Background: an optimization exercise with open tools, aiming at small area, a short achievable clock period and few clock cycles. Do not read the settings as production practice.
The RTL was checked by simulation tests, not by an equivalence proof against the original design.

==> flow/design.v (outline; a module is shown in full before it is edited, if it fits) <==
// module fmultiplier: 741 lines
module fmultiplier(
    input  wire        clk,
    input  wire        rst,
    input  wire        valid,       
    input  wire [31:0] a,
    input  wire [31:0] b,
    output reg  [31:0] z,
    output reg         out_valid    
);
  // ...
==> flow/run.sh <==
#!/bin/bash
# synth_recipe.tcl (not shown) runs the flow's synth.tcl, then flattens the netlist and writes it again
# the make line also repeats each setting of config.mk as NAME=value (left out here)
make -C /OpenROAD-flow-scripts/flow DESIGN_CONFIG=/design/flow/config.mk WORK_HOME=/design/flow/orfs CLKGATE_MAP_FILE= SYNTH_SCRIPT=/design/flow/synth_recipe.tcl finish
==> flow/config.mk <==
export PLATFORM = sky130hd
export DESIGN_NAME = fmultiplier
export DESIGN_NICKNAME = fmultiplier
export VERILOG_FILES = /design/flow/design.v
export SDC_FILE = /design/flow/constraint.sdc
export NUM_CORES = 4
export LEC_CHECK = 0
export CAP_MARGIN = 20
export CORE_MARGIN = 2
export CORE_UTILIZATION = 40
export PLACE_DENSITY = 0.6
export SLEW_MARGIN = 20
==> flow/constraint.sdc <==
create_clock -name core_clock -period 10.0 [get_ports {clk}]
set_input_delay 2.0000 -clock core_clock [delete_from_list [all_inputs] [get_ports {clk}]]
set_output_delay 2.0000 -clock core_clock [all_outputs]
set_load 0.01 [all_outputs]
==> metrics.md, run 1 <==
| Metric | Value |
|---|---|
| Status | no timing/DRC/antenna violations |
| Yosys reg bits | 96 |
| Most frequent cells in the layout | 360 x inv_1, 257 x fa_1, 246 x xnor2_1 |
| WL met3 | 7410 µm |
| Final Non-Filler Cells | 4142 |
| Area Growth Syn to Fin | 8.15% |
| Area leader, netlist | fa_1 |
| Adder-Cell Fraction of Synth Area | 27.7% |
| Design Area, Final | 28500 µm² |
| Tap cells | 864 |
| First-pass GRT wire length | 144000 µm |
| Synth top area share | 19.5% |
| Non-clock buffer count | 184 |
| WHS | 1.77 ns |
| Mean post-synth cell area | 7.92 µm² |
| Initial DRC Count | 2660 |
| Antenna-violating nets left | 0 |
| Largest net degree at the start of global routing | 51 |
| RSZ-0062 raised after global routing | no |
| CP delay by family, top | simple AND/OR/NAND/NOR gates |
| Met2 wire length | 40700 µm |
| GPL Wtd Cong | 0.984 |
| Commonest cells in the netlist | 360 x inv_1, 257 x fa_1, 246 x xnor2_1, 236 x a22oi_1, 222 x nand2_1 |
| Post-Route M1 WL | 41200 µm |
| CTS resizes | 0 |
| Netlist cell types | 103 |
| Layout Nets | 3770 |
| Critical path arrival | 6.48 ns |
| Residual DRC | 0 |
| Post-synth net total | 3825 |
| Antenna cell count | 0 |
| Non-clk invs | 366 |
| Routed vias | 24900 |
| Share of the cycle needed by the critical path after routing | 84.8% |
| Rows | 94 |
| Dpl cells | 4125 |
| Multi-input logic cell count | 2616 |
| Critical path launch point type | flop |
| Root Buffer | clkbuf_16 |
| Reg area | 1930 µm² |
| Placement Cell Area | 28200 µm² |
Testbench counts, summed over its fixed seeds: cycles 16,000.
==> run 2, diff against run 1 <==
==> flow/design.v (replaced) <==
`timescale 1ns / 1ps
module fmultiplier(
    input  wire        clk,
    input  wire        rst,
    input  wire        valid,       
    input  wire [31:0] a,
    input  wire [31:0] b,
    output reg  [31:0] z,
    output reg         out_valid    
);
    function automatic [4:0] msb23(input [22:0] x);
        integer i;
        begin
            msb23 = 5'd0;
            for (i = 0; i < 23; i = i + 1)
                if (x[i]) msb23 = i[4:0];
        end
    endfunction
    function automatic [4:0] tz24(input [23:0] x);
        integer i;
        reg found;
        begin
            tz24 = 5'd24;
            found = 1'b0;
            for (i = 0; i < 24; i = i + 1)
                if (!found && x[i]) begin
                    tz24 = i[4:0];
                    found = 1'b1;
                end
        end
    endfunction
    wire        sa = a[31], sb = b[31];
    wire [7:0]  ea = a[30:23], eb = b[30:23];
    wire [22:0] fa = a[22:0], fb = b[22:0];
    wire a_ez = (ea == 8'h00), b_ez = (eb == 8'h00);
    wire a_eo = (ea == 8'hFF), b_eo = (eb == 8'hFF);
    wire a_fz = (fa == 23'd0), b_fz = (fb == 23'd0);
    wire a_nan  = a_eo & ~a_fz, b_nan  = b_eo & ~b_fz;
    wire a_inf  = a_eo &  a_fz, b_inf  = b_eo &  b_fz;
    wire a_zero = a_ez &  a_fz, b_zero = b_ez &  b_fz;
    wire is_nan  = a_nan | b_nan | (a_inf & b_zero) | (b_inf & a_zero);
    wire is_inf  = a_inf | b_inf;
    wire is_zero = a_zero | b_zero;
    wire [23:0] ma = {~a_ez, fa};
    wire [23:0] mb = {~b_ez, fb};
    wire [7:0]  xa = {ea[7:1], ea[0] | a_ez};
    wire [7:0]  xb = {eb[7:1], eb[0] | b_ez};
    wire [26:0] yb = {2'b00, mb, 1'b0};
    wire [12:0] bn;               
    wire [24:0] bm0, bm1, bm2, bm3, bm4, bm5, bm6, bm7, bm8, bm9, bm10, bm11, bm12;
    wire [24:0] bmx [0:12];
    genvar gi;
    generate
        for (gi = 0; gi < 13; gi = gi + 1) begin : g_booth
            wire d2 = yb[2*gi+2], d1 = yb[2*gi+1], d0 = yb[2*gi];
            wire one = d1 ^ d0;
            wire two = (d2 & ~d1 & ~d0) | (~d2 & d1 & d0);
            assign bn[gi] = d2 & ~(d1 & d0);
            assign bmx[gi] = (({25{one}} & {1'b0, ma}) | ({25{two}} & {ma, 1'b0})) ^ {25{bn[gi]}};
        end
    endgenerate
    assign bm0 = bmx[0];   assign bm1 = bmx[1];   assign bm2 = bmx[2];
    assign bm3 = bmx[3];   assign bm4 = bmx[4];   assign bm5 = bmx[5];
    assign bm6 = bmx[6];   assign bm7 = bmx[7];   assign bm8 = bmx[8];
    assign bm9 = bmx[9];   assign bm10 = bmx[10]; assign bm11 = bmx[11];
    assign bm12 = bmx[12];
    wire hs0 = bn[8] ^ bm0[16];
    wire hc0 = bn[8] & bm0[16];
    wire hs1 = bm0[17] ^ bm1[15];
    wire hc1 = bm0[17] & bm1[15];
    wire fs0 = bn[9] ^ bm0[18] ^ bm1[16];
    wire fc0 = (bn[9] & bm0[18]) | (bn[9] & bm1[16]) | (bm0[18] & bm1[16]);
    wire hs2 = bm2[14] ^ bm3[12];
    wire hc2 = bm2[14] & bm3[12];
    wire fs1 = bm0[19] ^ bm1[17] ^ bm2[15];
    wire fc1 = (bm0[19] & bm1[17]) | (bm0[19] & bm2[15]) | (bm1[17] & bm2[15]);
    wire hs3 = bm3[13] ^ bm4[11];
    wire hc3 = bm3[13] & bm4[11];
    wire fs2 = bn[10] ^ bm0[20] ^ bm1[18];
    wire fc2 = (bn[10] & bm0[20]) | (bn[10] & bm1[18]) | (bm0[20] & bm1[18]);
    wire fs3 = bm2[16] ^ bm3[14] ^ bm4[12];
    wire fc3 = (bm2[16] & bm3[14]) | (bm2[16] & bm4[12]) | (bm3[14] & bm4[12]);
    wire hs4 = bm5[10] ^ bm6[8];
    wire hc4 = bm5[10] & bm6[8];
    wire fs4 = bm0[21] ^ bm1[19] ^ bm2[17];
    wire fc4 = (bm0[21] & bm1[19]) | (bm0[21] & bm2[17]) | (bm1[19] & bm2[17]);
    wire fs5 = bm3[15] ^ bm4[13] ^ bm5[11];
    wire fc5 = (bm3[15] & bm4[13]) | (bm3[15] & bm5[11]) | (bm4[13] & bm5[11]);
    wire hs5 = bm6[9] ^ bm7[7];
    wire hc5 = bm6[9] & bm7[7];
    wire fs6 = bn[11] ^ bm0[22] ^ bm1[20];
    wire fc6 = (bn[11] & bm0[22]) | (bn[11] & bm1[20]) | (bm0[22] & bm1[20]);
    wire fs7 = bm2[18] ^ bm3[16] ^ bm4[14];
    wire fc7 = (bm2[18] & bm3[16]) | (bm2[18] & bm4[14]) | (bm3[16] & bm4[14]);
    wire fs8 = bm5[12] ^ bm6[10] ^ bm7[8];
    wire fc8 = (bm5[12] & bm6[10]) | (bm5[12] & bm7[8]) | (bm6[10] & bm7[8]);
    wire hs6 = bm8[6] ^ bm9[4];
    wire hc6 = bm8[6] & bm9[4];
    wire fs9 = bm0[23] ^ bm1[21] ^ bm2[19];
    wire fc9 = (bm0[23] & bm1[21]) | (bm0[23] & bm2[19]) | (bm1[21] & bm2[19]);
    wire fs10 = bm3[17] ^ bm4[15] ^ bm5[13];
    wire fc10 = (bm3[17] & bm4[15]) | (bm3[17] & bm5[13]) | (bm4[15] & bm5[13]);
    wire fs11 = bm6[11] ^ bm7[9] ^ bm8[7];
    wire fc11 = (bm6[11] & bm7[9]) | (bm6[11] & bm8[7]) | (bm7[9] & bm8[7]);
    wire hs7 = bm9[5] ^ bm10[3];
    wire hc7 = bm9[5] & bm10[3];
    wire fs12 = bm0[24] ^ bm1[22] ^ bm2[20];
    wire fc12 = (bm0[24] & bm1[22]) | (bm0[24] & bm2[20]) | (bm1[22] & bm2[20]);
    wire fs13 = bm3[18] ^ bm4[16] ^ bm5[14];
    wire fc13 = (bm3[18] & bm4[16]) | (bm3[18] & bm5[14]) | (bm4[16] & bm5[14]);
    wire fs14 = bm6[12] ^ bm7[10] ^ bm8[8];
    wire fc14 = (bm6[12] & bm7[10]) | (bm6[12] & bm8[8]) | (bm7[10] & bm8[8]);
    wire fs15 = bm9[6] ^ bm10[4] ^ bm11[2];
    wire fc15 = (bm9[6] & bm10[4]) | (bm9[6] & bm11[2]) | (bm10[4] & bm11[2]);
    wire fs16 = bn[0] ^ bm1[23] ^ bm2[21];
    wire fc16 = (bn[0] & bm1[23]) | (bn[0] & bm2[21]) | (bm1[23] & bm2[21]);
    wire fs17 = bm3[19] ^ bm4[17] ^ bm5[15];
    wire fc17 = (bm3[19] & bm4[17]) | (bm3[19] & bm5[15]) | (bm4[17] & bm5[15]);
    wire fs18 = bm6[13] ^ bm7[11] ^ bm8[9];
    wire fc18 = (bm6[13] & bm7[11]) | (bm6[13] & bm8[9]) | (bm7[11] & bm8[9]);
    wire fs19 = bm9[7] ^ bm10[5] ^ bm11[3];
    wire fc19 = (bm9[7] & bm10[5]) | (bm9[7] & bm11[3]) | (bm10[5] & bm11[3]);
    wire fs20 = bn[0] ^ bm1[24] ^ bm2[22];
    wire fc20 = (bn[0] & bm1[24]) | (bn[0] & bm2[22]) | (bm1[24] & bm2[22]);
    wire fs21 = bm3[20] ^ bm4[18] ^ bm5[16];
    wire fc21 = (bm3[20] & bm4[18]) | (bm3[20] & bm5[16]) | (bm4[18] & bm5[16]);
    wire fs22 = bm6[14] ^ bm7[12] ^ bm8[10];
    wire fc22 = (bm6[14] & bm7[12]) | (bm6[14] & bm8[10]) | (bm7[12] & bm8[10]);
    wire fs23 = bm9[8] ^ bm10[6] ^ bm11[4];
    wire fc23 = (bm9[8] & bm10[6]) | (bm9[8] & bm11[4]) | (bm10[6] & bm11[4]);
    wire fs24 = ~bn[0] ^ ~bn[1] ^ bm2[23];
    wire fc24 = (~bn[0] & ~bn[1]) | (~bn[0] & bm2[23]) | (~bn[1] & bm2[23]);
    wire fs25 = bm3[21] ^ bm4[19] ^ bm5[17];
    wire fc25 = (bm3[21] & bm4[19]) | (bm3[21] & bm5[17]) | (bm4[19] & bm5[17]);
    wire fs26 = bm6[15] ^ bm7[13] ^ bm8[11];
    wire fc26 = (bm6[15] & bm7[13]) | (bm6[15] & bm8[11]) | (bm7[13] & bm8[11]);
    wire fs27 = bm9[9] ^ bm10[7] ^ bm11[5];
    wire fc27 = (bm9[9] & bm10[7]) | (bm9[9] & bm11[5]) | (bm10[7] & bm11[5]);
    wire fs28 = 1'b1 ^ bm2[24] ^ bm3[22];
    wire fc28 = (1'b1 & bm2[24]) | (1'b1 & bm3[22]) | (bm2[24] & bm3[22]);
    wire fs29 = bm4[20] ^ bm5[18] ^ bm6[16];
    wire fc29 = (bm4[20] & bm5[18]) | (bm4[20] & bm6[16]) | (bm5[18] & bm6[16]);
    wire fs30 = bm7[14] ^ bm8[12] ^ bm9[10];
    wire fc30 = (bm7[14] & bm8[12]) | (bm7[14] & bm9[10]) | (bm8[12] & bm9[10]);
    wire hs8 = bm10[8] ^ bm11[6];
    wire hc8 = bm10[8] & bm11[6];
    wire fs31 = ~bn[2] ^ bm3[23] ^ bm4[21];
    wire fc31 = (~bn[2] & bm3[23]) | (~bn[2] & bm4[21]) | (bm3[23] & bm4[21]);
    wire fs32 = bm5[19] ^ bm6[17] ^ bm7[15];
    wire fc32 = (bm5[19] & bm6[17]) | (bm5[19] & bm7[15]) | (bm6[17] & bm7[15]);
    wire fs33 = bm8[13] ^ bm9[11] ^ bm10[9];
    wire fc33 = (bm8[13] & bm9[11]) | (bm8[13] & bm10[9]) | (bm9[11] & bm10[9]);
    wire fs34 = 1'b1 ^ bm3[24] ^ bm4[22];
    wire fc34 = (1'b1 & bm3[24]) | (1'b1 & bm4[22]) | (bm3[24] & bm4[22]);
    wire fs35 = bm5[20] ^ bm6[18] ^ bm7[16];
    wire fc35 = (bm5[20] & bm6[18]) | (bm5[20] & bm7[16]) | (bm6[18] & bm7[16]);
    wire hs9 = bm8[14] ^ bm9[12];
    wire hc9 = bm8[14] & bm9[12];
    wire fs36 = ~bn[3] ^ bm4[23] ^ bm5[21];
    wire fc36 = (~bn[3] & bm4[23]) | (~bn[3] & bm5[21]) | (bm4[23] & bm5[21]);
    wire fs37 = bm6[19] ^ bm7[17] ^ bm8[15];
    wire fc37 = (bm6[19] & bm7[17]) | (bm6[19] & bm8[15]) | (bm7[17] & bm8[15]);
    wire fs38 = 1'b1 ^ bm4[24] ^ bm5[22];
    wire fc38 = (1'b1 & bm4[24]) | (1'b1 & bm5[22]) | (bm4[24] & bm5[22]);
    wire hs10 = bm6[20] ^ bm7[18];
    wire hc10 = bm6[20] & bm7[18];
    wire fs39 = ~bn[4] ^ bm5[23] ^ bm6[21];
    wire fc39 = (~bn[4] & bm5[23]) | (~bn[4] & bm6[21]) | (bm5[23] & bm6[21]);
    wire hs11 = 1'b1 ^ bm5[24];
    wire hc11 = 1'b1 & bm5[24];
    wire hs12 = bn[5] ^ bm0[10];
    wire hc12 = bn[5] & bm0[10];
    wire hs13 = bm0[11] ^ bm1[9];
    wire hc13 = bm0[11] & bm1[9];
    wire fs40 = bn[6] ^ bm0[12] ^ bm1[10];
    wire fc40 = (bn[6] & bm0[12]) | (bn[6] & bm1[10]) | (bm0[12] & bm1[10]);
    wire hs14 = bm2[8] ^ bm3[6];
    wire hc14 = bm2[8] & bm3[6];
    wire fs41 = bm0[13] ^ bm1[11] ^ bm2[9];
    wire fc41 = (bm0[13] & bm1[11]) | (bm0[13] & bm2[9]) | (bm1[11] & bm2[9]);
    wire hs15 = bm3[7] ^ bm4[5];
    wire hc15 = bm3[7] & bm4[5];
    wire fs42 = bn[7] ^ bm0[14] ^ bm1[12];
    wire fc42 = (bn[7] & bm0[14]) | (bn[7] & bm1[12]) | (bm0[14] & bm1[12]);
    wire fs43 = bm2[10] ^ bm3[8] ^ bm4[6];
    wire fc43 = (bm2[10] & bm3[8]) | (bm2[10] & bm4[6]) | (bm3[8] & bm4[6]);
    wire hs16 = bm5[4] ^ bm6[2];
    wire hc16 = bm5[4] & bm6[2];
    wire fs44 = bm0[15] ^ bm1[13] ^ bm2[11];
    wire fc44 = (bm0[15] & bm1[13]) | (bm0[15] & bm2[11]) | (bm1[13] & bm2[11]);
    wire fs45 = bm3[9] ^ bm4[7] ^ bm5[5];
    wire fc45 = (bm3[9] & bm4[7]) | (bm3[9] & bm5[5]) | (bm4[7] & bm5[5]);
    wire hs17 = bm6[3] ^ bm7[1];
    wire hc17 = bm6[3] & bm7[1];
    wire fs46 = bm1[14] ^ bm2[12] ^ bm3[10];
    wire fc46 = (bm1[14] & bm2[12]) | (bm1[14] & bm3[10]) | (bm2[12] & bm3[10]);
    wire fs47 = bm4[8] ^ bm5[6] ^ bm6[4];
    wire fc47 = (bm4[8] & bm5[6]) | (bm4[8] & bm6[4]) | (bm5[6] & bm6[4]);
    wire fs48 = bm7[2] ^ bm8[0] ^ hs0;
    wire fc48 = (bm7[2] & bm8[0]) | (bm7[2] & hs0) | (bm8[0] & hs0);
    wire fs49 = bm2[13] ^ bm3[11] ^ bm4[9];
    wire fc49 = (bm2[13] & bm3[11]) | (bm2[13] & bm4[9]) | (bm3[11] & bm4[9]);
    wire fs50 = bm5[7] ^ bm6[5] ^ bm7[3];
    wire fc50 = (bm5[7] & bm6[5]) | (bm5[7] & bm7[3]) | (bm6[5] & bm7[3]);
    wire fs51 = bm8[1] ^ hc0 ^ hs1;
    wire fc51 = (bm8[1] & hc0) | (bm8[1] & hs1) | (hc0 & hs1);
    wire fs52 = bm4[10] ^ bm5[8] ^ bm6[6];
    wire fc52 = (bm4[10] & bm5[8]) | (bm4[10] & bm6[6]) | (bm5[8] & bm6[6]);
    wire fs53 = bm7[4] ^ bm8[2] ^ bm9[0];
    wire fc53 = (bm7[4] & bm8[2]) | (bm7[4] & bm9[0]) | (bm8[2] & bm9[0]);
    wire fs54 = hc1 ^ hs2 ^ fs0;
    wire fc54 = (hc1 & hs2) | (hc1 & fs0) | (hs2 & fs0);
    wire fs55 = bm5[9] ^ bm6[7] ^ bm7[5];
    wire fc55 = (bm5[9] & bm6[7]) | (bm5[9] & bm7[5]) | (bm6[7] & bm7[5]);
    wire fs56 = bm8[3] ^ bm9[1] ^ hc2;
    wire fc56 = (bm8[3] & bm9[1]) | (bm8[3] & hc2) | (bm9[1] & hc2);
    wire fs57 = hs3 ^ fc0 ^ fs1;
    wire fc57 = (hs3 & fc0) | (hs3 & fs1) | (fc0 & fs1);
    wire fs58 = bm7[6] ^ bm8[4] ^ bm9[2];
    wire fc58 = (bm7[6] & bm8[4]) | (bm7[6] & bm9[2]) | (bm8[4] & bm9[2]);
    wire fs59 = bm10[0] ^ hc3 ^ hs4;
    wire fc59 = (bm10[0] & hc3) | (bm10[0] & hs4) | (hc3 & hs4);
    wire fs60 = fc1 ^ fs2 ^ fs3;
    wire fc60 = (fc1 & fs2) | (fc1 & fs3) | (fs2 & fs3);
    wire fs61 = bm8[5] ^ bm9[3] ^ bm10[1];
    wire fc61 = (bm8[5] & bm9[3]) | (bm8[5] & bm10[1]) | (bm9[3] & bm10[1]);
    wire fs62 = hc4 ^ hs5 ^ fc2;
    wire fc62 = (hc4 & hs5) | (hc4 & fc2) | (hs5 & fc2);
    wire fs63 = fc3 ^ fs4 ^ fs5;
    wire fc63 = (fc3 & fs4) | (fc3 & fs5) | (fs4 & fs5);
    wire fs64 = bm10[2] ^ bm11[0] ^ hc5;
    wire fc64 = (bm10[2] & bm11[0]) | (bm10[2] & hc5) | (bm11[0] & hc5);
    wire fs65 = hs6 ^ fc4 ^ fc5;
    wire fc65 = (hs6 & fc4) | (hs6 & fc5) | (fc4 & fc5);
    wire fs66 = fs6 ^ fs7 ^ fs8;
    wire fc66 = (fs6 & fs7) | (fs6 & fs8) | (fs7 & fs8);
    wire fs67 = bm11[1] ^ hc6 ^ hs7;
    wire fc67 = (bm11[1] & hc6) | (bm11[1] & hs7) | (hc6 & hs7);
    wire fs68 = fc6 ^ fc7 ^ fc8;
    wire fc68 = (fc6 & fc7) | (fc6 & fc8) | (fc7 & fc8);
    wire fs69 = fs9 ^ fs10 ^ fs11;
    wire fc69 = (fs9 & fs10) | (fs9 & fs11) | (fs10 & fs11);
    wire fs70 = bm12[0] ^ hc7 ^ fc9;
    wire fc70 = (bm12[0] & hc7) | (bm12[0] & fc9) | (hc7 & fc9);
    wire fs71 = fc10 ^ fc11 ^ fs12;
    wire fc71 = (fc10 & fc11) | (fc10 & fs12) | (fc11 & fs12);
    wire fs72 = fs13 ^ fs14 ^ fs15;
    wire fc72 = (fs13 & fs14) | (fs13 & fs15) | (fs14 & fs15);
    wire fs73 = bm12[1] ^ fc12 ^ fc13;
    wire fc73 = (bm12[1] & fc12) | (bm12[1] & fc13) | (fc12 & fc13);
    wire fs74 = fc14 ^ fc15 ^ fs16;
    wire fc74 = (fc14 & fc15) | (fc14 & fs16) | (fc15 & fs16);
    wire fs75 = fs17 ^ fs18 ^ fs19;
    wire fc75 = (fs17 & fs18) | (fs17 & fs19) | (fs18 & fs19);
    wire fs76 = bm12[2] ^ fc16 ^ fc17;
    wire fc76 = (bm12[2] & fc16) | (bm12[2] & fc17) | (fc16 & fc17);
    wire fs77 = fc18 ^ fc19 ^ fs20;
    wire fc77 = (fc18 & fc19) | (fc18 & fs20) | (fc19 & fs20);
    wire fs78 = fs21 ^ fs22 ^ fs23;
    wire fc78 = (fs21 & fs22) | (fs21 & fs23) | (fs22 & fs23);
    wire fs79 = bm12[3] ^ fc20 ^ fc21;
    wire fc79 = (bm12[3] & fc20) | (bm12[3] & fc21) | (fc20 & fc21);
    wire fs80 = fc22 ^ fc23 ^ fs24;
    wire fc80 = (fc22 & fc23) | (fc22 & fs24) | (fc23 & fs24);
    wire fs81 = fs25 ^ fs26 ^ fs27;
    wire fc81 = (fs25 & fs26) | (fs25 & fs27) | (fs26 & fs27);
    wire fs82 = bm12[4] ^ hs8 ^ fc24;
    wire fc82 = (bm12[4] & hs8) | (bm12[4] & fc24) | (hs8 & fc24);
    wire fs83 = fc25 ^ fc26 ^ fc27;
    wire fc83 = (fc25 & fc26) | (fc25 & fc27) | (fc26 & fc27);
    wire fs84 = fs28 ^ fs29 ^ fs30;
    wire fc84 = (fs28 & fs29) | (fs28 & fs30) | (fs29 & fs30);
    wire fs85 = bm11[7] ^ bm12[5] ^ hc8;
    wire fc85 = (bm11[7] & bm12[5]) | (bm11[7] & hc8) | (bm12[5] & hc8);
    wire fs86 = fc28 ^ fc29 ^ fc30;
    wire fc86 = (fc28 & fc29) | (fc28 & fc30) | (fc29 & fc30);
    wire fs87 = fs31 ^ fs32 ^ fs33;
    wire fc87 = (fs31 & fs32) | (fs31 & fs33) | (fs32 & fs33);
    wire fs88 = bm10[10] ^ bm11[8] ^ bm12[6];
    wire fc88 = (bm10[10] & bm11[8]) | (bm10[10] & bm12[6]) | (bm11[8] & bm12[6]);
    wire fs89 = hs9 ^ fc31 ^ fc32;
    wire fc89 = (hs9 & fc31) | (hs9 & fc32) | (fc31 & fc32);
    wire fs90 = fc33 ^ fs34 ^ fs35;
    wire fc90 = (fc33 & fs34) | (fc33 & fs35) | (fs34 & fs35);
    wire fs91 = bm9[13] ^ bm10[11] ^ bm11[9];
    wire fc91 = (bm9[13] & bm10[11]) | (bm9[13] & bm11[9]) | (bm10[11] & bm11[9]);
    wire fs92 = bm12[7] ^ hc9 ^ fc34;
    wire fc92 = (bm12[7] & hc9) | (bm12[7] & fc34) | (hc9 & fc34);
    wire fs93 = fc35 ^ fs36 ^ fs37;
    wire fc93 = (fc35 & fs36) | (fc35 & fs37) | (fs36 & fs37);
    wire fs94 = bm8[16] ^ bm9[14] ^ bm10[12];
    wire fc94 = (bm8[16] & bm9[14]) | (bm8[16] & bm10[12]) | (bm9[14] & bm10[12]);
    wire fs95 = bm11[10] ^ bm12[8] ^ hs10;
    wire fc95 = (bm11[10] & bm12[8]) | (bm11[10] & hs10) | (bm12[8] & hs10);
    wire fs96 = fc36 ^ fc37 ^ fs38;
    wire fc96 = (fc36 & fc37) | (fc36 & fs38) | (fc37 & fs38);
    wire fs97 = bm7[19] ^ bm8[17] ^ bm9[15];
    wire fc97 = (bm7[19] & bm8[17]) | (bm7[19] & bm9[15]) | (bm8[17] & bm9[15]);
    wire fs98 = bm10[13] ^ bm11[11] ^ bm12[9];
    wire fc98 = (bm10[13] & bm11[11]) | (bm10[13] & bm12[9]) | (bm11[11] & bm12[9]);
    wire fs99 = hc10 ^ fc38 ^ fs39;
    wire fc99 = (hc10 & fc38) | (hc10 & fs39) | (fc38 & fs39);
    wire fs100 = bm6[22] ^ bm7[20] ^ bm8[18];
    wire fc100 = (bm6[22] & bm7[20]) | (bm6[22] & bm8[18]) | (bm7[20] & bm8[18]);
    wire fs101 = bm9[16] ^ bm10[14] ^ bm11[12];
    wire fc101 = (bm9[16] & bm10[14]) | (bm9[16] & bm11[12]) | (bm10[14] & bm11[12]);
    wire fs102 = bm12[10] ^ hs11 ^ fc39;
    wire fc102 = (bm12[10] & hs11) | (bm12[10] & fc39) | (hs11 & fc39);
    wire fs103 = ~bn[5] ^ bm6[23] ^ bm7[21];
    wire fc103 = (~bn[5] & bm6[23]) | (~bn[5] & bm7[21]) | (bm6[23] & bm7[21]);
    wire fs104 = bm8[19] ^ bm9[17] ^ bm10[15];
    wire fc104 = (bm8[19] & bm9[17]) | (bm8[19] & bm10[15]) | (bm9[17] & bm10[15]);
    wire fs105 = bm11[13] ^ bm12[11] ^ hc11;
    wire fc105 = (bm11[13] & bm12[11]) | (bm11[13] & hc11) | (bm12[11] & hc11);
    wire fs106 = 1'b1 ^ bm6[24] ^ bm7[22];
    wire fc106 = (1'b1 & bm6[24]) | (1'b1 & bm7[22]) | (bm6[24] & bm7[22]);
    wire fs107 = bm8[20] ^ bm9[18] ^ bm10[16];
    wire fc107 = (bm8[20] & bm9[18]) | (bm8[20] & bm10[16]) | (bm9[18] & bm10[16]);
    wire hs18 = bm11[14] ^ bm12[12];
    wire hc18 = bm11[14] & bm12[12];
    wire fs108 = ~bn[6] ^ bm7[23] ^ bm8[21];
    wire fc108 = (~bn[6] & bm7[23]) | (~bn[6] & bm8[21]) | (bm7[23] & bm8[21]);
    wire fs109 = bm9[19] ^ bm10[17] ^ bm11[15];
    wire fc109 = (bm9[19] & bm10[17]) | (bm9[19] & bm11[15]) | (bm10[17] & bm11[15]);
    wire fs110 = 1'b1 ^ bm7[24] ^ bm8[22];
    wire fc110 = (1'b1 & bm7[24]) | (1'b1 & bm8[22]) | (bm7[24] & bm8[22]);
    wire hs19 = bm9[20] ^ bm10[18];
    wire hc19 = bm9[20] & bm10[18];
    wire fs111 = ~bn[7] ^ bm8[23] ^ bm9[21];
    wire fc111 = (~bn[7] & bm8[23]) | (~bn[7] & bm9[21]) | (bm8[23] & bm9[21]);
    wire hs20 = 1'b1 ^ bm8[24];
    wire hc20 = 1'b1 & bm8[24];
    wire hs21 = bn[3] ^ bm0[6];
    wire hc21 = bn[3] & bm0[6];
    wire hs22 = bm0[7] ^ bm1[5];
    wire hc22 = bm0[7] & bm1[5];
    wire fs112 = bn[4] ^ bm0[8] ^ bm1[6];
    wire fc112 = (bn[4] & bm0[8]) | (bn[4] & bm1[6]) | (bm0[8] & bm1[6]);
    wire hs23 = bm2[4] ^ bm3[2];
    wire hc23 = bm2[4] & bm3[2];
    wire fs113 = bm0[9] ^ bm1[7] ^ bm2[5];
    wire fc113 = (bm0[9] & bm1[7]) | (bm0[9] & bm2[5]) | (bm1[7] & bm2[5]);
    wire hs24 = bm3[3] ^ bm4[1];
    wire hc24 = bm3[3] & bm4[1];
    wire fs114 = bm1[8] ^ bm2[6] ^ bm3[4];
    wire fc114 = (bm1[8] & bm2[6]) | (bm1[8] & bm3[4]) | (bm2[6] & bm3[4]);
    wire fs115 = bm4[2] ^ bm5[0] ^ hs12;
    wire fc115 = (bm4[2] & bm5[0]) | (bm4[2] & hs12) | (bm5[0] & hs12);
    wire fs116 = bm2[7] ^ bm3[5] ^ bm4[3];
    wire fc116 = (bm2[7] & bm3[5]) | (bm2[7] & bm4[3]) | (bm3[5] & bm4[3]);
    wire fs117 = bm5[1] ^ hc12 ^ hs13;
    wire fc117 = (bm5[1] & hc12) | (bm5[1] & hs13) | (hc12 & hs13);
    wire fs118 = bm4[4] ^ bm5[2] ^ bm6[0];
    wire fc118 = (bm4[4] & bm5[2]) | (bm4[4] & bm6[0]) | (bm5[2] & bm6[0]);
    wire fs119 = hc13 ^ hs14 ^ fs40;
    wire fc119 = (hc13 & hs14) | (hc13 & fs40) | (hs14 & fs40);
    wire fs120 = bm5[3] ^ bm6[1] ^ hc14;
    wire fc120 = (bm5[3] & bm6[1]) | (bm5[3] & hc14) | (bm6[1] & hc14);
    wire fs121 = hs15 ^ fc40 ^ fs41;
    wire fc121 = (hs15 & fc40) | (hs15 & fs41) | (fc40 & fs41);
    wire fs122 = bm7[0] ^ hc15 ^ hs16;
    wire fc122 = (bm7[0] & hc15) | (bm7[0] & hs16) | (hc15 & hs16);
    wire fs123 = fc41 ^ fs42 ^ fs43;
    wire fc123 = (fc41 & fs42) | (fc41 & fs43) | (fs42 & fs43);
    wire fs124 = hc16 ^ hs17 ^ fc42;
    wire fc124 = (hc16 & hs17) | (hc16 & fc42) | (hs17 & fc42);
    wire fs125 = fc43 ^ fs44 ^ fs45;
    wire fc125 = (fc43 & fs44) | (fc43 & fs45) | (fs44 & fs45);
    wire fs126 = hc17 ^ fc44 ^ fc45;
    wire fc126 = (hc17 & fc44) | (hc17 & fc45) | (fc44 & fc45);
    wire fs127 = fs46 ^ fs47 ^ fs48;
    wire fc127 = (fs46 & fs47) | (fs46 & fs48) | (fs47 & fs48);
    wire fs128 = fc46 ^ fc47 ^ fs49;
    wire fc128 = (fc46 & fc47) | (fc46 & fs49) | (fc47 & fs49);
    wire fs129 = fs50 ^ fc48 ^ fs51;
    wire fc129 = (fs50 & fc48) | (fs50 & fs51) | (fc48 & fs51);
    wire fs130 = fc49 ^ fc50 ^ fs52;
    wire fc130 = (fc49 & fc50) | (fc49 & fs52) | (fc50 & fs52);
    wire fs131 = fs53 ^ fc51 ^ fs54;
    wire fc131 = (fs53 & fc51) | (fs53 & fs54) | (fc51 & fs54);
    wire fs132 = fc52 ^ fc53 ^ fs55;
    wire fc132 = (fc52 & fc53) | (fc52 & fs55) | (fc53 & fs55);
    wire fs133 = fs56 ^ fc54 ^ fs57;
    wire fc133 = (fs56 & fc54) | (fs56 & fs57) | (fc54 & fs57);
    wire fs134 = fc55 ^ fs58 ^ fc56;
    wire fc134 = (fc55 & fs58) | (fc55 & fc56) | (fs58 & fc56);
    wire fs135 = fs59 ^ fc57 ^ fs60;
    wire fc135 = (fs59 & fc57) | (fs59 & fs60) | (fc57 & fs60);
    wire fs136 = fc58 ^ fs61 ^ fc59;
    wire fc136 = (fc58 & fs61) | (fc58 & fc59) | (fs61 & fc59);
    wire fs137 = fc60 ^ fs62 ^ fs63;
    wire fc137 = (fc60 & fs62) | (fc60 & fs63) | (fs62 & fs63);
    wire fs138 = fc61 ^ fs64 ^ fc62;
    wire fc138 = (fc61 & fs64) | (fc61 & fc62) | (fs64 & fc62);
    wire fs139 = fc63 ^ fs65 ^ fs66;
    wire fc139 = (fc63 & fs65) | (fc63 & fs66) | (fs65 & fs66);
    wire fs140 = fc64 ^ fs67 ^ fc65;
    wire fc140 = (fc64 & fs67) | (fc64 & fc65) | (fs67 & fc65);
    wire fs141 = fc66 ^ fs68 ^ fs69;
    wire fc141 = (fc66 & fs68) | (fc66 & fs69) | (fs68 & fs69);
    wire fs142 = fc67 ^ fc68 ^ fc69;
    wire fc142 = (fc67 & fc68) | (fc67 & fc69) | (fc68 & fc69);
    wire fs143 = fs70 ^ fs71 ^ fs72;
    wire fc143 = (fs70 & fs71) | (fs70 & fs72) | (fs71 & fs72);
    wire fs144 = fc70 ^ fc71 ^ fc72;
    wire fc144 = (fc70 & fc71) | (fc70 & fc72) | (fc71 & fc72);
    wire fs145 = fs73 ^ fs74 ^ fs75;
    wire fc145 = (fs73 & fs74) | (fs73 & fs75) | (fs74 & fs75);
    wire fs146 = fc73 ^ fc74 ^ fc75;
    wire fc146 = (fc73 & fc74) | (fc73 & fc75) | (fc74 & fc75);
    wire fs147 = fs76 ^ fs77 ^ fs78;
    wire fc147 = (fs76 & fs77) | (fs76 & fs78) | (fs77 & fs78);
    wire fs148 = fc76 ^ fc77 ^ fc78;
    wire fc148 = (fc76 & fc77) | (fc76 & fc78) | (fc77 & fc78);
    wire fs149 = fs79 ^ fs80 ^ fs81;
    wire fc149 = (fs79 & fs80) | (fs79 & fs81) | (fs80 & fs81);
    wire fs150 = fc79 ^ fc80 ^ fc81;
    wire fc150 = (fc79 & fc80) | (fc79 & fc81) | (fc80 & fc81);
    wire fs151 = fs82 ^ fs83 ^ fs84;
    wire fc151 = (fs82 & fs83) | (fs82 & fs84) | (fs83 & fs84);
    wire fs152 = fs85 ^ fc82 ^ fc83;
    wire fc152 = (fs85 & fc82) | (fs85 & fc83) | (fc82 & fc83);
    wire fs153 = fc84 ^ fs86 ^ fs87;
    wire fc153 = (fc84 & fs86) | (fc84 & fs87) | (fs86 & fs87);
    wire fs154 = fs88 ^ fc85 ^ fc86;
    wire fc154 = (fs88 & fc85) | (fs88 & fc86) | (fc85 & fc86);
    wire fs155 = fc87 ^ fs89 ^ fs90;
    wire fc155 = (fc87 & fs89) | (fc87 & fs90) | (fs89 & fs90);
    wire fs156 = fc88 ^ fs91 ^ fc89;
    wire fc156 = (fc88 & fs91) | (fc88 & fc89) | (fs91 & fc89);
    wire fs157 = fc90 ^ fs92 ^ fs93;
    wire fc157 = (fc90 & fs92) | (fc90 & fs93) | (fs92 & fs93);
    wire fs158 = fc91 ^ fs94 ^ fs95;
    wire fc158 = (fc91 & fs94) | (fc91 & fs95) | (fs94 & fs95);
    wire fs159 = fc92 ^ fc93 ^ fs96;
    wire fc159 = (fc92 & fc93) | (fc92 & fs96) | (fc93 & fs96);
    wire fs160 = fc94 ^ fs97 ^ fs98;
    wire fc160 = (fc94 & fs97) | (fc94 & fs98) | (fs97 & fs98);
    wire fs161 = fc95 ^ fc96 ^ fs99;
    wire fc161 = (fc95 & fc96) | (fc95 & fs99) | (fc96 & fs99);
    wire fs162 = fc97 ^ fc98 ^ fs100;
    wire fc162 = (fc97 & fc98) | (fc97 & fs100) | (fc98 & fs100);
    wire fs163 = fs101 ^ fc99 ^ fs102;
    wire fc163 = (fs101 & fc99) | (fs101 & fs102) | (fc99 & fs102);
    wire fs164 = fc100 ^ fc101 ^ fs103;
    wire fc164 = (fc100 & fc101) | (fc100 & fs103) | (fc101 & fs103);
    wire fs165 = fs104 ^ fs105 ^ fc102;
    wire fc165 = (fs104 & fs105) | (fs104 & fc102) | (fs105 & fc102);
    wire fs166 = hs18 ^ fc103 ^ fc104;
    wire fc166 = (hs18 & fc103) | (hs18 & fc104) | (fc103 & fc104);
    wire fs167 = fs106 ^ fs107 ^ fc105;
    wire fc167 = (fs106 & fs107) | (fs106 & fc105) | (fs107 & fc105);
    wire fs168 = bm12[13] ^ hc18 ^ fc106;
    wire fc168 = (bm12[13] & hc18) | (bm12[13] & fc106) | (hc18 & fc106);
    wire fs169 = fc107 ^ fs108 ^ fs109;
    wire fc169 = (fc107 & fs108) | (fc107 & fs109) | (fs108 & fs109);
    wire fs170 = bm11[16] ^ bm12[14] ^ hs19;
    wire fc170 = (bm11[16] & bm12[14]) | (bm11[16] & hs19) | (bm12[14] & hs19);
    wire fs171 = fc108 ^ fc109 ^ fs110;
    wire fc171 = (fc108 & fc109) | (fc108 & fs110) | (fc109 & fs110);
    wire fs172 = bm10[19] ^ bm11[17] ^ bm12[15];
    wire fc172 = (bm10[19] & bm11[17]) | (bm10[19] & bm12[15]) | (bm11[17] & bm12[15]);
    wire fs173 = hc19 ^ fc110 ^ fs111;
    wire fc173 = (hc19 & fc110) | (hc19 & fs111) | (fc110 & fs111);
    wire fs174 = bm9[22] ^ bm10[20] ^ bm11[18];
    wire fc174 = (bm9[22] & bm10[20]) | (bm9[22] & bm11[18]) | (bm10[20] & bm11[18]);
    wire fs175 = bm12[16] ^ hs20 ^ fc111;
    wire fc175 = (bm12[16] & hs20) | (bm12[16] & fc111) | (hs20 & fc111);
    wire fs176 = ~bn[8] ^ bm9[23] ^ bm10[21];
    wire fc176 = (~bn[8] & bm9[23]) | (~bn[8] & bm10[21]) | (bm9[23] & bm10[21]);
    wire fs177 = bm11[19] ^ bm12[17] ^ hc20;
    wire fc177 = (bm11[19] & bm12[17]) | (bm11[19] & hc20) | (bm12[17] & hc20);
    wire fs178 = 1'b1 ^ bm9[24] ^ bm10[22];
    wire fc178 = (1'b1 & bm9[24]) | (1'b1 & bm10[22]) | (bm9[24] & bm10[22]);
    wire hs25 = bm11[20] ^ bm12[18];
    wire hc25 = bm11[20] & bm12[18];
    wire fs179 = ~bn[9] ^ bm10[23] ^ bm11[21];
    wire fc179 = (~bn[9] & bm10[23]) | (~bn[9] & bm11[21]) | (bm10[23] & bm11[21]);
    wire hs26 = 1'b1 ^ bm10[24];
    wire hc26 = 1'b1 & bm10[24];
    wire hs27 = bn[2] ^ bm0[4];
    wire hc27 = bn[2] & bm0[4];
    wire hs28 = bm0[5] ^ bm1[3];
    wire hc28 = bm0[5] & bm1[3];
    wire fs180 = bm1[4] ^ bm2[2] ^ bm3[0];
    wire fc180 = (bm1[4] & bm2[2]) | (bm1[4] & bm3[0]) | (bm2[2] & bm3[0]);
    wire fs181 = bm2[3] ^ bm3[1] ^ hc21;
    wire fc181 = (bm2[3] & bm3[1]) | (bm2[3] & hc21) | (bm3[1] & hc21);
    wire fs182 = bm4[0] ^ hc22 ^ hs23;
    wire fc182 = (bm4[0] & hc22) | (bm4[0] & hs23) | (hc22 & hs23);
    wire fs183 = hc23 ^ hs24 ^ fc112;
    wire fc183 = (hc23 & hs24) | (hc23 & fc112) | (hs24 & fc112);
    wire fs184 = hc24 ^ fc113 ^ fs114;
    wire fc184 = (hc24 & fc113) | (hc24 & fs114) | (fc113 & fs114);
    wire fs185 = fc114 ^ fs116 ^ fc115;
    wire fc185 = (fc114 & fs116) | (fc114 & fc115) | (fs116 & fc115);
    wire fs186 = fc116 ^ fs118 ^ fc117;
    wire fc186 = (fc116 & fs118) | (fc116 & fc117) | (fs118 & fc117);
    wire fs187 = fc118 ^ fs120 ^ fc119;
    wire fc187 = (fc118 & fs120) | (fc118 & fc119) | (fs120 & fc119);
    wire fs188 = fc120 ^ fs122 ^ fc121;
    wire fc188 = (fc120 & fs122) | (fc120 & fc121) | (fs122 & fc121);
    wire fs189 = fc122 ^ fc123 ^ fs124;
    wire fc189 = (fc122 & fc123) | (fc122 & fs124) | (fc123 & fs124);
    wire fs190 = fc124 ^ fc125 ^ fs126;
    wire fc190 = (fc124 & fc125) | (fc124 & fs126) | (fc125 & fs126);
    wire fs191 = fc126 ^ fs128 ^ fc127;
    wire fc191 = (fc126 & fs128) | (fc126 & fc127) | (fs128 & fc127);
    wire fs192 = fc128 ^ fs130 ^ fc129;
    wire fc192 = (fc128 & fs130) | (fc128 & fc129) | (fs130 & fc129);
    wire fs193 = fc130 ^ fs132 ^ fc131;
    wire fc193 = (fc130 & fs132) | (fc130 & fc131) | (fs132 & fc131);
    wire fs194 = fc132 ^ fs134 ^ fc133;
    wire fc194 = (fc132 & fs134) | (fc132 & fc133) | (fs134 & fc133);
    wire fs195 = fc134 ^ fs136 ^ fc135;
    wire fc195 = (fc134 & fs136) | (fc134 & fc135) | (fs136 & fc135);
    wire fs196 = fc136 ^ fs138 ^ fc137;
    wire fc196 = (fc136 & fs138) | (fc136 & fc137) | (fs138 & fc137);
    wire fs197 = fc138 ^ fs140 ^ fc139;
    wire fc197 = (fc138 & fs140) | (fc138 & fc139) | (fs140 & fc139);
    wire fs198 = fc140 ^ fc141 ^ fs142;
    wire fc198 = (fc140 & fc141) | (fc140 & fs142) | (fc141 & fs142);
    wire fs199 = fc142 ^ fc143 ^ fs144;
    wire fc199 = (fc142 & fc143) | (fc142 & fs144) | (fc143 & fs144);
    wire fs200 = fc144 ^ fc145 ^ fs146;
    wire fc200 = (fc144 & fc145) | (fc144 & fs146) | (fc145 & fs146);
    wire fs201 = fc146 ^ fc147 ^ fs148;
    wire fc201 = (fc146 & fc147) | (fc146 & fs148) | (fc147 & fs148);
    wire fs202 = fc148 ^ fc149 ^ fs150;
    wire fc202 = (fc148 & fc149) | (fc148 & fs150) | (fc149 & fs150);
    wire fs203 = fc150 ^ fs152 ^ fc151;
    wire fc203 = (fc150 & fs152) | (fc150 & fc151) | (fs152 & fc151);
    wire fs204 = fc152 ^ fs154 ^ fc153;
    wire fc204 = (fc152 & fs154) | (fc152 & fc153) | (fs154 & fc153);
    wire fs205 = fc154 ^ fs156 ^ fc155;
    wire fc205 = (fc154 & fs156) | (fc154 & fc155) | (fs156 & fc155);
    wire fs206 = fs158 ^ fc156 ^ fc157;
    wire fc206 = (fs158 & fc156) | (fs158 & fc157) | (fc156 & fc157);
    wire fs207 = fs160 ^ fc158 ^ fc159;
    wire fc207 = (fs160 & fc158) | (fs160 & fc159) | (fc158 & fc159);
    wire fs208 = fc160 ^ fs162 ^ fc161;
    wire fc208 = (fc160 & fs162) | (fc160 & fc161) | (fs162 & fc161);
    wire fs209 = fc162 ^ fs164 ^ fc163;
    wire fc209 = (fc162 & fs164) | (fc162 & fc163) | (fs164 & fc163);
    wire fs210 = fc164 ^ fs166 ^ fs167;
    wire fc210 = (fc164 & fs166) | (fc164 & fs167) | (fs166 & fs167);
    wire fs211 = fc166 ^ fs168 ^ fs169;
    wire fc211 = (fc166 & fs168) | (fc166 & fs169) | (fs168 & fs169);
    wire fs212 = fs170 ^ fc168 ^ fc169;
    wire fc212 = (fs170 & fc168) | (fs170 & fc169) | (fc168 & fc169);
    wire fs213 = fs172 ^ fc170 ^ fc171;
    wire fc213 = (fs172 & fc170) | (fs172 & fc171) | (fc170 & fc171);
    wire fs214 = fc172 ^ fs174 ^ fc173;
    wire fc214 = (fc172 & fs174) | (fc172 & fc173) | (fs174 & fc173);
    wire fs215 = fc174 ^ fs176 ^ fs177;
    wire fc215 = (fc174 & fs176) | (fc174 & fs177) | (fs176 & fs177);
    wire fs216 = hs25 ^ fc176 ^ fs178;
    wire fc216 = (hs25 & fc176) | (hs25 & fs178) | (fc176 & fs178);
    wire fs217 = bm12[19] ^ hc25 ^ fc178;
    wire fc217 = (bm12[19] & hc25) | (bm12[19] & fc178) | (hc25 & fc178);
    wire fs218 = bm11[22] ^ bm12[20] ^ hs26;
    wire fc218 = (bm11[22] & bm12[20]) | (bm11[22] & hs26) | (bm12[20] & hs26);
    wire fs219 = ~bn[10] ^ bm11[23] ^ bm12[21];
    wire fc219 = (~bn[10] & bm11[23]) | (~bn[10] & bm12[21]) | (bm11[23] & bm12[21]);
    wire hs29 = 1'b1 ^ bm11[24];
    wire hc29 = 1'b1 & bm11[24];
    wire hs30 = bn[1] ^ bm0[2];
    wire hc30 = bn[1] & bm0[2];
    wire hs31 = bm0[3] ^ bm1[1];
    wire hc31 = bm0[3] & bm1[1];
    wire fs220 = bm1[2] ^ bm2[0] ^ hs27;
    wire fc220 = (bm1[2] & bm2[0]) | (bm1[2] & hs27) | (bm2[0] & hs27);
    wire fs221 = bm2[1] ^ hc27 ^ hs28;
    wire fc221 = (bm2[1] & hc27) | (bm2[1] & hs28) | (hc27 & hs28);
    wire fs222 = hc28 ^ hs21 ^ fs180;
    wire fc222 = (hc28 & hs21) | (hc28 & fs180) | (hs21 & fs180);
    wire fs223 = hs22 ^ fc180 ^ fs181;
    wire fc223 = (hs22 & fc180) | (hs22 & fs181) | (fc180 & fs181);
    wire fs224 = fs112 ^ fc181 ^ fs182;
    wire fc224 = (fs112 & fc181) | (fs112 & fs182) | (fc181 & fs182);
    wire fs225 = fs113 ^ fc182 ^ fs183;
    wire fc225 = (fs113 & fc182) | (fs113 & fs183) | (fc182 & fs183);
    wire fs226 = fs115 ^ fc183 ^ fs184;
    wire fc226 = (fs115 & fc183) | (fs115 & fs184) | (fc183 & fs184);
    wire fs227 = fs117 ^ fc184 ^ fs185;
    wire fc227 = (fs117 & fc184) | (fs117 & fs185) | (fc184 & fs185);
    wire fs228 = fs119 ^ fc185 ^ fs186;
    wire fc228 = (fs119 & fc185) | (fs119 & fs186) | (fc185 & fs186);
    wire fs229 = fs121 ^ fc186 ^ fs187;
    wire fc229 = (fs121 & fc186) | (fs121 & fs187) | (fc186 & fs187);
    wire fs230 = fs123 ^ fc187 ^ fs188;
    wire fc230 = (fs123 & fc187) | (fs123 & fs188) | (fc187 & fs188);
    wire fs231 = fs125 ^ fc188 ^ fs189;
    wire fc231 = (fs125 & fc188) | (fs125 & fs189) | (fc188 & fs189);
    wire fs232 = fs127 ^ fc189 ^ fs190;
    wire fc232 = (fs127 & fc189) | (fs127 & fs190) | (fc189 & fs190);
    wire fs233 = fs129 ^ fc190 ^ fs191;
    wire fc233 = (fs129 & fc190) | (fs129 & fs191) | (fc190 & fs191);
    wire fs234 = fs131 ^ fc191 ^ fs192;
    wire fc234 = (fs131 & fc191) | (fs131 & fs192) | (fc191 & fs192);
    wire fs235 = fs133 ^ fc192 ^ fs193;
    wire fc235 = (fs133 & fc192) | (fs133 & fs193) | (fc192 & fs193);
    wire fs236 = fs135 ^ fc193 ^ fs194;
    wire fc236 = (fs135 & fc193) | (fs135 & fs194) | (fc193 & fs194);
    wire fs237 = fs137 ^ fc194 ^ fs195;
    wire fc237 = (fs137 & fc194) | (fs137 & fs195) | (fc194 & fs195);
    wire fs238 = fs139 ^ fc195 ^ fs196;
    wire fc238 = (fs139 & fc195) | (fs139 & fs196) | (fc195 & fs196);
    wire fs239 = fs141 ^ fc196 ^ fs197;
    wire fc239 = (fs141 & fc196) | (fs141 & fs197) | (fc196 & fs197);
    wire fs240 = fs143 ^ fc197 ^ fs198;
    wire fc240 = (fs143 & fc197) | (fs143 & fs198) | (fc197 & fs198);
    wire fs241 = fs145 ^ fc198 ^ fs199;
    wire fc241 = (fs145 & fc198) | (fs145 & fs199) | (fc198 & fs199);
    wire fs242 = fs147 ^ fc199 ^ fs200;
    wire fc242 = (fs147 & fc199) | (fs147 & fs200) | (fc199 & fs200);
    wire fs243 = fs149 ^ fc200 ^ fs201;
    wire fc243 = (fs149 & fc200) | (fs149 & fs201) | (fc200 & fs201);
    wire fs244 = fs151 ^ fc201 ^ fs202;
    wire fc244 = (fs151 & fc201) | (fs151 & fs202) | (fc201 & fs202);
    wire fs245 = fs153 ^ fc202 ^ fs203;
    wire fc245 = (fs153 & fc202) | (fs153 & fs203) | (fc202 & fs203);
    wire fs246 = fs155 ^ fc203 ^ fs204;
    wire fc246 = (fs155 & fc203) | (fs155 & fs204) | (fc203 & fs204);
    wire fs247 = fs157 ^ fc204 ^ fs205;
    wire fc247 = (fs157 & fc204) | (fs157 & fs205) | (fc204 & fs205);
    wire fs248 = fs159 ^ fc205 ^ fs206;
    wire fc248 = (fs159 & fc205) | (fs159 & fs206) | (fc205 & fs206);
    wire fs249 = fs161 ^ fc206 ^ fs207;
    wire fc249 = (fs161 & fc206) | (fs161 & fs207) | (fc206 & fs207);
    wire fs250 = fs163 ^ fc207 ^ fs208;
    wire fc250 = (fs163 & fc207) | (fs163 & fs208) | (fc207 & fs208);
    wire fs251 = fs165 ^ fs209 ^ fc208;
    wire fc251 = (fs165 & fs209) | (fs165 & fc208) | (fs209 & fc208);
    wire fs252 = fc165 ^ fs210 ^ fc209;
    wire fc252 = (fc165 & fs210) | (fc165 & fc209) | (fs210 & fc209);
    wire fs253 = fc167 ^ fs211 ^ fc210;
    wire fc253 = (fc167 & fs211) | (fc167 & fc210) | (fs211 & fc210);
    wire fs254 = fs171 ^ fc211 ^ fs212;
    wire fc254 = (fs171 & fc211) | (fs171 & fs212) | (fc211 & fs212);
    wire fs255 = fs173 ^ fc212 ^ fs213;
    wire fc255 = (fs173 & fc212) | (fs173 & fs213) | (fc212 & fs213);
    wire fs256 = fs175 ^ fc213 ^ fs214;
    wire fc256 = (fs175 & fc213) | (fs175 & fs214) | (fc213 & fs214);
    wire fs257 = fc175 ^ fs215 ^ fc214;
    wire fc257 = (fc175 & fs215) | (fc175 & fc214) | (fs215 & fc214);
    wire fs258 = fc177 ^ fs216 ^ fc215;
    wire fc258 = (fc177 & fs216) | (fc177 & fc215) | (fs216 & fc215);
    wire fs259 = fs179 ^ fc216 ^ fs217;
    wire fc259 = (fs179 & fc216) | (fs179 & fs217) | (fc216 & fs217);
    wire fs260 = fc179 ^ fs218 ^ fc217;
    wire fc260 = (fc179 & fs218) | (fc179 & fc217) | (fs218 & fc217);
    wire fs261 = hc26 ^ fs219 ^ fc218;
    wire fc261 = (hc26 & fs219) | (hc26 & fc218) | (fs219 & fc218);
    wire fs262 = bm12[22] ^ hs29 ^ fc219;
    wire fc262 = (bm12[22] & hs29) | (bm12[22] & fc219) | (hs29 & fc219);
    wire fs263 = ~bn[11] ^ bm12[23] ^ hc29;
    wire fc263 = (~bn[11] & bm12[23]) | (~bn[11] & hc29) | (bm12[23] & hc29);
    wire [47:0] s_row = {fs263, fs262, fs261, fc259, fs259, fs258, fs257, fc255, fc254, fs254, fs253, fs252, fc250, fc249, fc248, fc247, fc246, fc245, fc244, fc243, fc242, fc241, fc240, fc239, fc238, fc237, fc236, fc235, fc234, fc233, fc232, fc231, fc230, fc229, fc228, fc227, fc226, fc225, fc224, fc223, fc222, fc221, fc220, hc31, hc30, bm1[0], bm0[1], bn[0]};
    wire [47:0] c_row = {fc262, fc261, fc260, fs260, fc258, fc257, fc256, fs256, fs255, fc253, fc252, fc251, fs251, fs250, fs249, fs248, fs247, fs246, fs245, fs244, fs243, fs242, fs241, fs240, fs239, fs238, fs237, fs236, fs235, fs234, fs233, fs232, fs231, fs230, fs229, fs228, fs227, fs226, fs225, fs224, fs223, fs222, fs221, fs220, hs31, hs30, 1'b0, bm0[0]};
    wire [4:0]  ka  = msb23(fa), kb = msb23(fb);    
    wire [5:0]  tzs = tz24(ma) + tz24(mb);          
    wire [8:0]  xs  = {1'b0, xa} + {1'b0, xb};
    wire signed [10:0] u_nn = $signed({2'b00, xs}) - 11'sd128;
    wire signed [10:0] u_an = $signed({3'b000, xb}) + $signed({6'd0, ka}) - 11'sd150;
    wire signed [10:0] u_bn = $signed({3'b000, xa}) + $signed({6'd0, kb}) - 11'sd150;
    wire signed [10:0] u  = a_ez ? u_an : (b_ez ? u_bn : u_nn);
    wire        nrm = ~u[10];                       
    wire [4:0]  t1  = a_ez ? ka : (b_ez ? kb : 5'd23);    
    wire signed [10:0] t2 = 11'sd151 - $signed({2'b00, xs});    
    wire        t2big = (xs < 9'd88);               
    wire [5:0]  t2c = t2big ? 6'd63 : t2[5:0];
    wire [5:0]  tsh = nrm ? {1'b0, t1} : t2c;       
    wire [7:0]  e_0 = nrm ? u[7:0] : 8'd0;          
    wire        st1 = nrm ? (tzs < {1'b0, t1}) : (t2big | (tzs < t2[5:0]));
    wire        st0 = nrm ? (tzs + 6'd1 < {1'b0, t1}) : (t2big | (tzs + 6'd1 < t2[5:0]));
    wire        ovf_hi = nrm & (u >= 11'sd254);
    wire        ovf_eq = nrm & (u == 11'sd253);
    wire        special = is_nan | is_inf | is_zero;
    wire        slow = ~special & (a_ez | b_ez | u_nn[10]);
    localparam K = 16;
    wire [K:0]  p_lo = {1'b0, s_row[K-1:0]} + {1'b0, c_row[K-1:0]};
    reg [47:K] r_s, r_c;
    reg [K-1:0] r_plo;
    reg        r_cy;
    reg [5:0]  r_tsh;
    reg [7:0]  r_e0;
    reg        r_st1, r_st0, r_ovh, r_ove, r_sz, r_nan, r_inf, r_zero, r_slow;
    reg        r_v1;              
    reg        r_v2;              
    reg [47:22] r_q;              
    wire        hold = r_v1 & r_slow;
    always @(posedge clk) begin
        r_s    <= s_row[47:K];
        r_c    <= c_row[47:K];
        r_plo  <= p_lo[K-1:0];
        r_cy   <= p_lo[K];
        r_tsh  <= tsh;
    end
    always @(posedge clk) begin
        if (!hold) begin
            r_e0   <= e_0;
            r_st1  <= st1;
            r_st0  <= st0;
            r_ovh  <= ovf_hi & ~is_zero;
            r_ove  <= ovf_eq & ~is_zero;
            r_sz   <= sa ^ sb;
            r_nan  <= is_nan;
            r_inf  <= is_inf;
            r_zero <= is_zero;
            r_slow <= slow;
        end
    end
    always @(posedge clk or posedge rst) begin
        if (rst) begin
            r_v1 <= 1'b0;
            r_v2 <= 1'b0;
        end else begin
            r_v1 <= valid;
            r_v2 <= r_v1 & r_slow;
        end
    end
    wire [47:K] p_hi = r_s + r_c + {{(47-K){1'b0}}, r_cy};
    wire [47:0] p = {p_hi, r_plo};
    wire [70:0] x  = {p, 23'd0};
    wire [70:0] qx = x >> r_tsh;
    always @(posedge clk) r_q <= qx[47:22];
    wire [47:22] q = r_v2 ? r_q : p[47:22];
    wire [7:0]  e_1 = r_e0 + 8'd1;
    wire [7:0]  e_2 = r_e0 + 8'd2;
    wire        inc_h = q[23] & (r_st1 | q[24]);
    wire [30:0] pk_h0 = {e_2, q[46:24]};
    wire [30:0] pk_h1 = pk_h0 + 31'd1;
    wire [30:0] pk_h  = inc_h ? pk_h1 : pk_h0;
    wire        inc_l = q[22] & (r_st0 | q[23]);
    wire [30:0] pk_l0 = {(q[46] ? e_1 : r_e0), q[45:23]};
    wire [30:0] pk_l1 = pk_l0 + 31'd1;
    wire [30:0] pk_l  = inc_l ? pk_l1 : pk_l0;
    wire [30:0] pk    = q[47] ? pk_h : pk_l;
    wire        ovf   = r_ovh | (r_ove & q[47]);
    always @(*) out_valid = (r_v1 & ~r_slow) | r_v2;
    always @(*) begin
        if (r_nan)
            z = 32'h7FC0_0000;
        else if (r_inf | ovf)
            z = {r_sz, 8'hFF, 23'd0};
        else if (r_zero)
            z = {r_sz, 31'd0};
        else
            z = {r_sz, pk};
    end
endmodule
==> flow/flow/run.sh (new file) <==
#!/bin/bash
# Standard layout, with the ports buffered by buf cells instead of the delay
# buffer that buffer_ports picks by default.
export BUFFER_PORTS_ARGS="-buffer_cell sky130_fd_sc_hd__buf_2"
bash standard.sh > standard.log 2>&1
==> flow/standard.sh (new file) <==
#!/bin/bash
# synth_recipe.tcl (not shown) runs the flow's synth.tcl, then flattens the netlist and writes it again
# the make line also repeats each setting of config.mk as NAME=value (left out here)
make -C /OpenROAD-flow-scripts/flow DESIGN_CONFIG=/design/flow/config.mk WORK_HOME=/design/flow/orfs CLKGATE_MAP_FILE= SYNTH_SCRIPT=/design/flow/synth_recipe.tcl "${@:-finish}"
==> flow/config.mk (replaced) <==
export PLATFORM = sky130hd
export DESIGN_NAME = fmultiplier
export DESIGN_NICKNAME = fmultiplier
export VERILOG_FILES = /design/flow/design.v
export SDC_FILE = /design/flow/constraint.sdc
export NUM_CORES = 4
export LEC_CHECK = 0
export ABC_AREA = 1
export CAP_MARGIN = 20
export CORE_MARGIN = 2
export CORE_UTILIZATION = 40
export PLACE_DENSITY = 0.6
export SETUP_SLACK_MARGIN = 4.5
export SLEW_MARGIN = 20
removed: flow/run.sh
==> run 2 against run 1 <==
Non-clock buffer count is 218 higher. Sequential share of layout area is 1.4 points higher. Wire length is 17% higher. Core utilization is 7.8 points higher. Synthesized cell count is 18% higher. Flip-flop and latch count is 36 higher. Critical path depth is 5 higher. Global-route usage is 2.4 points higher. Via count is 16% higher. Area after synthesis is 3.4% higher. Largest cell class unchanged.
==> metrics.md, run 2 <==
| Metric | Value |
|---|---|
| Post-DP HPWL | 75400 µm |
| Ys Warns | 1 |
| Share of the cycle needed by the critical path after routing | 57.6% (-27 points) |
| Grt ovf | 0 |
| Wire per inst | 21.7 µm |
| Design Area, Final | 34500 µm² (+21%) |
| Top-count cell post-synth | nand2_1 |
| Critical path launch point type | flop |
| Final min period | 5.76 ns |
| CTS tree | built |
| Initial antenna violation count | 3 |
| Core area | 67300 µm² |
| Area Growth Syn to Fin | 26.6% |
| Die Area | 70200 µm² |
| Initial core utilization | 40.5% |
| Rows | 95 (+1.1%) |
| Commonest non-fill, non-tap cell in the layout | nand2_1 |
| Clock Skews | 0.0122 ns |
| Routed vias | 28800 (+16%) |
| Clk slew on worst S/H paths | 0.07 ns |
| PortBufs | 99 |
| Synth area leaders | fa_1 19%, xor2_1 11%, nand2_1 11%, dfxtp_1 8.3%, inv_1 8.2% |
| Placement Cell Area | 28900 µm² (+2.5%) |
| Most frequent cells in the layout | 705 x nand2_1, 524 x inv_1, 322 x xor2_1 |
| Die X | 265 µm |
| Ports | 100 |
| CP endpoint kind | output port |
| Slew Limit Fails | 0 |
| Clock tree buffer depth | 2 |
| Pre-CTS setup slack | 2.90 ns |
| Cts bufs inserted | 17 |
| Die Ht | 265 µm |
| Max FO, Critical Path | 3 |
| CTS HTree Levels | 4 |
| Post-synth net total | 4415 (+15%) |
| Worst Slack Setup Final | 4.24 ns |
| Yosys reg bits | 132 (+38%) |
| Tightest Pin Transition | 0.799 ns |
| Netlist cell types | 66 (-36%) |
| Leading registers by flop count | r_c: 32 flops, r_s: 32 flops, r_q: 26 flops |
| Seq/Total Area, Yosys | 10.4% |
| Setup Viol. Count Final | 0 |
| RSZ-0062 raised after global routing | yes |
| Max-Cap Viols | 0 |
| Status | no timing/DRC/antenna violations |
| Worst setup path category | flop to output port |
| Number of synthesized flops with an enable pin | 17 |
| Worst Reg-to-Reg Cells | 43 |
| Commonest cells in the netlist | 770 x nand2_1, 595 x inv_1, 333 x xor2_1, 295 x nand3_1, 281 x o22ai_1 |
| Detailed Route WL | 110000 µm |
| Worst skew pair latency | 0.45 ns |
| Synth top area share | 19.3% (-0.20 points) |
| Area leader, netlist | fa_1 |
| Synth Flop Type | dfxtp_1 |
| Worst rel slew slack | 46.5% |
| Cell count after synthesis | 3925 |
| Mean post-synth cell area | 6.94 µm² (-12%) |
| Share of cells above drive strength 1 | 25.8% |
| Hold Path Depth | 2 |
| Worst Path Required | 8.00 ns |
| Hold violation count in the final report | 0 |
| Hold WC Path Type | flop to flop |
| GPL Wtd Cong | 0.956 (-2.9%) |
| Setup TNS | 0 ns |
| GRT Resource Usage Total | 29.6% |
| Cell area after synthesis | 27200 µm² |
| First-pass GRT wire length | 161000 µm (+12%) |
| Antenna-violating nets left | 0 (unchanged) |
| Vias per Instance | 5.70 |
| Layout Nets | 4658 (+24%) |
| Fmax achieved | 0.174 GHz |
| DR pass1 iterations | 9 |
| Largest net degree at the start of global routing | 56 (+9.8%) |
| Critical path arrival | 3.76 ns (-2.72 ns) |
| Async SR Flop Fraction | 1.52% |
| Initial DRC Count | 3392 (+28%) |
| Clock sink count | 132 |
| Root Buffer | clkbuf_16 |
| Residual DRC | 0 (unchanged) |
| Vias in the first global route | 27300 |
-- run 2: path summary, 6_finish.rpt --
path | startpoint | slack, ns | endpoint
worst max-delay path | r_cy$_DFF_P_ | 4.24 | z[8]
worst min-delay path | r_tsh[5]$_SDFF_PP0_ | 0.61 | r_q[22]$_DFF_P_
worst max register to register | r_cy$_DFF_P_ | 4.56 | r_q[36]$_DFF_P_
min in group asynchronous | rst | 1.38 | r_v1$_DFF_PP0_
worst min register to register | r_tsh[5]$_SDFF_PP0_ | 0.61 | r_q[22]$_DFF_P_
max in group asynchronous | rst | 8.51 | r_v2$_DFF_PP0_
-- run 2: logic make-up after synthesis --
group           count (synthesis)  share of synthesized area, %
buf+inv                       841                          11.7
mux                             9                         0.335
compound gates                634                          14.0
fa+ha+maj                     423                          26.7
flops                         132                          10.4
xor+xnor                      353                          11.4
simple gates                 1533                          25.6
-- run 2: critical path: stages (launching register included) --
cell and delay, ns:
dfxtp_2 0.34, inv_2 0.05, fa_2 0.36, inv_2 0.07
fa_2 0.21, nand2_2 0.06, nand2_4 0.09, nand3_4 0.09
nand2_4 0.10, nand2_4 0.06, a31oi_4 0.29, buf_6 0.17
ha_4 0.14, nand3_4 0.09, nor2_4 0.15, nand3_4 0.11
buf_4 0.14, buf_4 0.13, xor2_1 0.15, a211oi_2 0.31
buf_2 0.20
-- run 2: routing by layer --
| metal | up-vias | global-route usage [%] | share of wire, % |
|---|---|---|---|
| li1 | 13200 | - | - |
| met5 | - | 0 | 0.10 |
| met2 | 1744 | 45.5 | 43 |
| met3 | 420 | 6.10 | 11 |
| met4 | 2 | 13.2 | 5.7 |
| met1 | 13500 | 40.2 | 41 |
-- run 2: what timing repair did --
action | CTS | global route
setup endpoints to repair | 111 | 91
setup buffers | 158 | 77
hold buffers | 0 | 0
gates resized for setup | 373 | 316
gates cloned | 16 | 10
hold endpoints to repair | 0 | 0
pin swaps | 153 | 180
-- run 2: final cells by class --
cell class | instances | area (µm²)
Antenna cell | 4 | 10.0
Clock buffer | 18 | 429
Clock inverter | 14 | 145
Fill cell | 6464 | 32800
Inverter | 652 | 2650
Multi-Input combinational cell | 2954 | 23600
Sequential cell | 132 | 2830
Tap cell | 873 | 1090
Timing Repair Buffer | 402 | 3630
Timing Repair inverter | 9 | 67.6
-- run 2: through the flow --
step                std cells  hold slack, ns  util, %
global route             5056           0.624     51.3
floorplan                3925           0.459        -
detailed placement       4761           0.601     42.9
CTS                      4967           0.606     48.2
global placement         4761           0.624     42.9
finish                   5058           0.612     51.3
Testbench counts of run 2, summed over its fixed seeds: cycles 16,137.

[what the ideal ports hide]
The results above use ideal ports. As a check the final layouts listed here were re-extracted and re-timed, cells and wires unchanged.
Step 1, drivers: a clkbuf_16 drives clk and a buf_2 each remaining input, both assumed.
Step 2, shift: input delay + t, output delay - t, t = (earliest + latest rising clock arrival at the registers) / 2. This alone moves slack from input paths to output paths.
Slacks: ideal / step 1 / step 2; pairs: ideal / step 1.
| run | shift t [ns] | slack for setup (ns) | hold WS [ns] | clock arrival spread, ns | slew at the worst register clock pin (ns) |
|---|---|---|---|---|---|
| run 1 | 0.408 | 1.522 / 1.471 / 1.721 | 1.767 / 1.737 / 2.145 | 0.008 / 0.008 | 0.07 / 0.07 |
| run 2 | 0.504 | 4.238 / 4.179 / 3.936 | 0.612 / 0.612 / 0.612 | 0.012 / 0.012 | 0.07 / 0.07 |
After both steps every run listed still meets setup and hold. The setup slack of run 2, which loses most, moves by -0.059 ns with the drivers and by -0.302 ns with both steps.
